This design comes from an exercise in tuning for small area, a short achievable clock period and few clock cycles on the open sky130 flow, not from production work. Function was checked by simulation only, so behaviour that the tests miss may differ from the original. Power and IR drop assume default switching activity.

**flow/run.sh**
```bash
#!/bin/bash
# synth_recipe.tcl (not shown) runs the flow's synth.tcl, then flattens the netlist and writes it again
# the make line also repeats each setting of config.mk as NAME=value (left out here)
make -C /OpenROAD-flow-scripts/flow DESIGN_CONFIG=/design/flow/config.mk WORK_HOME=/design/flow/orfs CLKGATE_MAP_FILE= SYNTH_SCRIPT=/design/flow/synth_recipe.tcl finish
```
**flow/constraint.sdc**
```tcl
create_clock -name core_clock -period 10.0 [get_ports {clk}]
set_input_delay 2.0000 -clock core_clock [delete_from_list [all_inputs] [get_ports {clk}]]
set_output_delay 2.0000 -clock core_clock [all_outputs]
set_load 0.01 [all_outputs]
```
**flow/config.mk**
```make
export PLATFORM = sky130hd
export DESIGN_NAME = SimpleCPU
export DESIGN_NICKNAME = SimpleCPU
export VERILOG_FILES = /design/flow/design.v
export SDC_FILE = /design/flow/constraint.sdc
export NUM_CORES = 4
export LEC_CHECK = 0
export CAP_MARGIN = 20
export CORE_MARGIN = 2
export CORE_UTILIZATION = 40
export SLEW_MARGIN = 20
```
**flow/design.v**
```verilog
`timescale 1ns / 1ps
module SimpleCPU(clk, rst, data_fromRAM, wrEn, addr_toRAM, data_toRAM);
parameter SIZE = 10;
parameter ADD 	= 0;
parameter NAND	= 1;
parameter SRL 	= 2;
parameter LT 	= 3;
parameter CP 	= 4;
parameter CPI 	= 5;
parameter BZJ 	= 6;
parameter MUL 	= 7;
parameter FETCH			= 0;  
parameter DECODE 		= 1;  
parameter GET_DATA_1 	= 2;  
parameter GET_DATA_2 	= 3;  
parameter EXECUTE 		= 4;  
parameter WRITE 		= 5;  
input clk, rst;
input wire [31:0] data_fromRAM;
output reg wrEn;
output reg [SIZE-1:0] addr_toRAM;
output reg [31:0] data_toRAM;
reg [2:0] state, stateNext;
reg [SIZE-1:0] PC, PCNext;
reg [31:0] R1, R1Next;
reg [31:0] R2, R2Next;
reg [31:0] IW, IWNext;
reg CPIdata, CPIdataNext;
wire [2:0] opcode;
wire immediate;
wire [SIZE-1:0] addrA;
wire [SIZE-1:0] addrB;
assign opcode 		= IW[31:29];
assign immediate 	= IW[28];
assign addrA 		= IW[27:14];
assign addrB 		= IW[13:0];
always@(posedge clk) begin
	state 	<= stateNext;
	PC 		<= PCNext;
	R1 		<= R1Next;
	R2 		<= R2Next;
	IW 		<= IWNext;
	CPIdata <= CPIdataNext;
end
always@(*) begin
	stateNext	= state;
	PCNext 		= PC;
	R1Next 		= R1;
	R2Next 		= R2;
	IWNext 		= IW;
	wrEn 		= 0;
	addr_toRAM 	= 0;
	data_toRAM 	= 0;
	CPIdataNext = CPIdata;
	if(rst) begin
		wrEn 		= 0;
		PCNext 		= 0;
		R1Next 		= 0;
		R2Next 		= 0;
		IWNext 		= 0;
		stateNext 	= 0;
		addr_toRAM 	= 0;
		data_toRAM 	= 0;
		CPIdataNext = 0;
	end
	else begin
		case(state)
			FETCH : begin
				wrEn 		= 0;
				addr_toRAM	= PC;
				stateNext 	= DECODE;
			end
			DECODE : begin
				IWNext		= data_fromRAM;
				addr_toRAM 	= data_fromRAM[27:14];
				if(data_fromRAM[28]) R2Next = data_fromRAM[13:0];
				stateNext = GET_DATA_1;
				case(data_fromRAM[31:29])
					CP : begin
						if(data_fromRAM[28]) stateNext = EXECUTE;
						else begin
							addr_toRAM = data_fromRAM[13:0];
							stateNext 	= GET_DATA_2;
						end
					end
					CPI : begin
						if(!data_fromRAM[28]) begin
							addr_toRAM 	= data_fromRAM[13:0];
							stateNext 	= GET_DATA_2;
						end
					end
				endcase
			end
			GET_DATA_1 : begin
				R1Next = data_fromRAM;
				if(immediate && ~(opcode == CPI)) stateNext = EXECUTE;
				else begin
					addr_toRAM = addrB;
					stateNext  = GET_DATA_2;
				end
				case(opcode)
						CPI : IWNext = {IW[31:28], 4'b0000, data_fromRAM[SIZE-1:0], IW[13:0]};
				endcase
			end
			GET_DATA_2 : begin
				R2Next 		= data_fromRAM;
				stateNext 	= EXECUTE;
				case(opcode)
					CPI : begin
						if(~immediate && ~CPIdata) begin
							 IWNext 			= {IW[31:14], 4'b0000, data_fromRAM[SIZE-1:0]};
							 addr_toRAM 	= data_fromRAM[SIZE-1:0];
							 stateNext 		= GET_DATA_2;
							 CPIdataNext 	= 1;
						end
					end
				endcase
			end
			EXECUTE : begin
				stateNext = WRITE;
				case(opcode)
					ADD 	: 	R1Next = R1 + R2;
					NAND 	: 	R1Next = ~(R1 & R2);
					SRL 	: 	R1Next = (R2<32)?(R1 >> R2):(R1 << (R2 - 32));   
					LT 		: 	R1Next = (R1 < R2)?1:0;  
					CP 		: 	R1Next = R2;
					CPI 	: 	begin
									CPIdataNext = 0;
									R1Next = R2;
								end
					BZJ 	: 	begin 
									PCNext = (immediate) ? (R1 + addrB) : (R2==0) ? R1 : (PC + 1);	
									stateNext = FETCH;
								end
					MUL 	: R1Next = R1 * R2;                    
				endcase
			end
			WRITE : begin
				PCNext 		= PC + 1;
				wrEn 		= 1;
				data_toRAM	= R1;
				addr_toRAM	= addrA;
				stateNext 	= FETCH;
			end
		endcase
	end
end
endmodule
```
==> results_dict.tcl <==
set metrics [dict create \
    status "finished clean" \
    finClkSkew_ns 0.0180 \
    grt_pass1_vias 26500 \
    crit_required_ns 10.28 \
    final_common_cell "inv_1" \
    timing.slew.headroom 0.185 \
    grt_overflow_total 0 \
    vias 26700 \
    postCtsHoldBufs 0 \
    power_mw 3.24 \
    gp_congestion 1.07 \
    cp-start-kind "flop" \
    grt_max_degree 74 \
    cts_root_buf "clkbuf_16" \
    core_um2 68700 \
    grt_use_total 0.342 \
    ctsResizeCount 0 \
    rsz0062_at_grt "no" \
    drc 0 \
    peakVddDrop_mv 0.0906 \
    finalHoldViolations 0 \
    hp-class "flop to flop" \
    cts_tree "built" \
    layout_setup_ws_ns 1.26 \
    cts_buffer_depth 2 \
    area_delta_synth_final_pct 7.48 \
    place_hpwl_um 93000 \
    tightest_slew_ns 1.21 \
    die_w_um 268 \
    cts_buffers 9 \
    cts_setup_buffers 0 \
    finalSetupTns_ns 0 \
    synth_cell_types 86 \
    end_kind "flop" \
    start_util 0.404 \
    cap_violations 0 \
    fin_cells 4384 \
    synth_edf_count 0 \
    setup_viol 0 \
    ys.warnings.count 1 \
    antenna_found_initial 1 \
    avgRoutedWirePerCell_um 27.7 \
    rows 96 \
    final_util 0.435 \
    vias_per_cell 6.09 \
    synth.cell_area_um2 27800 \
    h-tree-depth 3 \
    leakage_nw 13.1 \
    io_buffers 76 \
    drt-total-wl_um 122000 \
    gr-usage-met3 0.0779 \
    critical_path_class "flop to flop" \
    fin_crit_sh 0.874 \
    drt_pass1_iterations 6 \
    synthTopCellsByArea "fa_1, ha_1, dfxtp_1" \
    grt.met1_usage 0.454 \
    placed_cell_area_um2 29600 \
    postRouteAntennaNets 0 \
    io_pins 77 \
    placed_cells 4367 \
    synth_ff_type "dfxtp_1" \
    die_y_um 268 \
    worstPathMaxFanout 17 \
    layout-drive-gt1-share 0.0568 \
    drt_iter0_markers 3135 \
    dp_slack_ns 1.47 \
    worstPathArrival_ns 9.02 \
    p_per_area_nw_per_um2 109 \
    synthArstFlopShare 0 \
    netlist.area_leader.share 0.295 \
    clock_sinks 102 \
    synth_nets 4147 \
    whs_ns 0.487 \
    syn_avg_cell_area_um2 7.93 \
    mostFrequentLayoutCells "inv_1, fa_1, nand2_1, nor2_1, a21oi_1" \
    nFillCells 7096 \
    drv_slew 0 \
    synth_top_area_cell "fa_1" \
    use_met2 0.528 \
    grt_pass1_wl_um 179000 \
    timing.fmax_ghz 0.114 \
    synth_seq_cells 102 \
    synthCells 3505 \
    top_usage_layer "met2" \
    dieArea_um2 71600 \
    min_period_ns 8.74 \
    fin_nets 4089 \
    clk_pin_slew_ns 0.10 \
    final_cell_area_um2 29900 \
    synth-seq-area-share 0.0735 \
    clk_latency_ns 0.38 \
]
state kept, by name (all words and copies together), names as in the netlist:
name / count
CPIdata: 1
IW: 24
PC: 10
R1: 32
R2: 32
state: 3
cell usage after synthesis, types with 23 or more instances:
| cell type | count |
|---|---|
| ha_1 | 198 |
| nand2b_1 | 25 |
| fa_1 | 410 |
| a211oi_1 | 43 |
| mux4_2 | 26 |
| a22oi_1 | 26 |
| mux2i_1 | 66 |
| clkbuf_1 | 217 |
| o22ai_1 | 31 |
| a21oi_1 | 225 |
| and3_1 | 44 |
| nand2_1 | 384 |
| o21ai_1 | 26 |
| and2_1 | 216 |
| a31oi_1 | 40 |
| o21ai_0 | 115 |
| xor2_1 | 23 |
| xnor2_1 | 93 |
| nor3_1 | 62 |
| inv_1 | 455 |
| nand3_1 | 41 |
| dfxtp_1 | 102 |
| nor2_1 | 309 |
where the power goes:
| group | total [mW] | switching (mW) | leakage (nW) | internal (mW) |
|---|---|---|---|---|
| logic | 2.22 | 1.53 | 12.1 | 0.695 |
| registers | 0.628 | 0.165 | 0.835 | 0.463 |
| clock network | 0.391 | 0.216 | 0.133 | 0.175 |
| total | 3.24 | 1.91 | 13.1 | 1.33 |
worst max-delay path, cell delays in order, from the launching register on:
cell      delay [ns]
dfxtp_1         0.96
inv_2           0.52
nor2_1          0.27
fa_1            0.47
fa_1            0.49
fa_1            0.52
inv_1           0.05
fa_1            0.47
inv_1           0.05
fa_1            0.50
inv_1           0.06
fa_1            0.53
inv_1           0.05
fa_1            0.50
fa_1            0.44
ha_1            0.32
inv_1           0.10
nor2_1          0.07
a211oi_1        0.43
nor2_1          0.11
o31ai_1         0.81
a211oi_1        0.18
nor3_1          0.27
xnor2_1         0.15
nand2_1         0.07
a311oi_1        0.21
area by class of cell:
cell class / count / area (um^2) / area share
repair buffers: 181 / 1560 / 0.0522
well taps: 931 / 1160 / 0.0390
flip-flops and latches: 102 / 2060 / 0.0690
clock inverters: 6 / 55.1 / 0.00184
multi-input cells: 2689 / 23100 / 0.772
inverters: 464 / 1740 / 0.0583
clock buffers: 10 / 229 / 0.00767
diodes: 1 / 2.50 / 0.0000838
worst paths after layout:
check | cells past startpoint | startpoint | slack, ns | end
hold reg to reg | 2 | IW[9]$_SDFFE_PP0P_ | 0.49 | IW[9]$_SDFFE_PP0P_
setup reg to reg | 25 | R1[12]$_SDFFE_PP0P_ | 1.26 | R1[31]$_SDFFE_PP0P_
hold / removal | 2 | IW[9]$_SDFFE_PP0P_ | 0.49 | IW[9]$_SDFFE_PP0P_
setup / recovery | 25 | R1[12]$_SDFFE_PP0P_ | 1.26 | R1[31]$_SDFFE_PP0P_
per-layer routing:
| metal | vias to the layer above | wire length (um) |
|---|---|---|
| li1 | 11400 | - |
| met4 | 7 | 6800 |
| met2 | 1660 | 53100 |
| met3 | 344 | 13600 |
| met5 | - | 293 |
| met1 | 13200 | 47800 |
cells by family after synthesis:
kind of cell	count (synthesis)	share of synthesized area
and+or+nand+nor	1163	0.198
buffers and inverters	714	0.0975
AOI/OAI and AO/OA	695	0.159
adders and majority gates	608	0.384
xor gates and xnor gates	116	0.0366
muxes	107	0.0509
DFF	102	0.0735
Testbench counts, summed over its fixed seeds: cycles 240,137.

## port drivers added, routing unchanged
No port has a modelled driver above. Below, the same layout with a new extraction and two added sets of constraints.
Step 1 assumes that a clkbuf_16 drives the clock port and a buf_2 every other input.
Step 2 moves the port delays by t, midway between the first and last clock arrival at a register: inputs arrive t later, outputs are due t later. That takes back most of the time a late clock gives input paths.
Three values: ideal ports, drivers, drivers and shift; two values: the first two.
t (ns): 0.422
setup slack, ns: 1.260 / 1.260 / 1.260
pins driven straight from the clock port: 1
After both steps setup and hold are still met in this run. For this run, drivers alone change the setup slack by 0.000 ns; drivers and shift together by 0.000 ns.
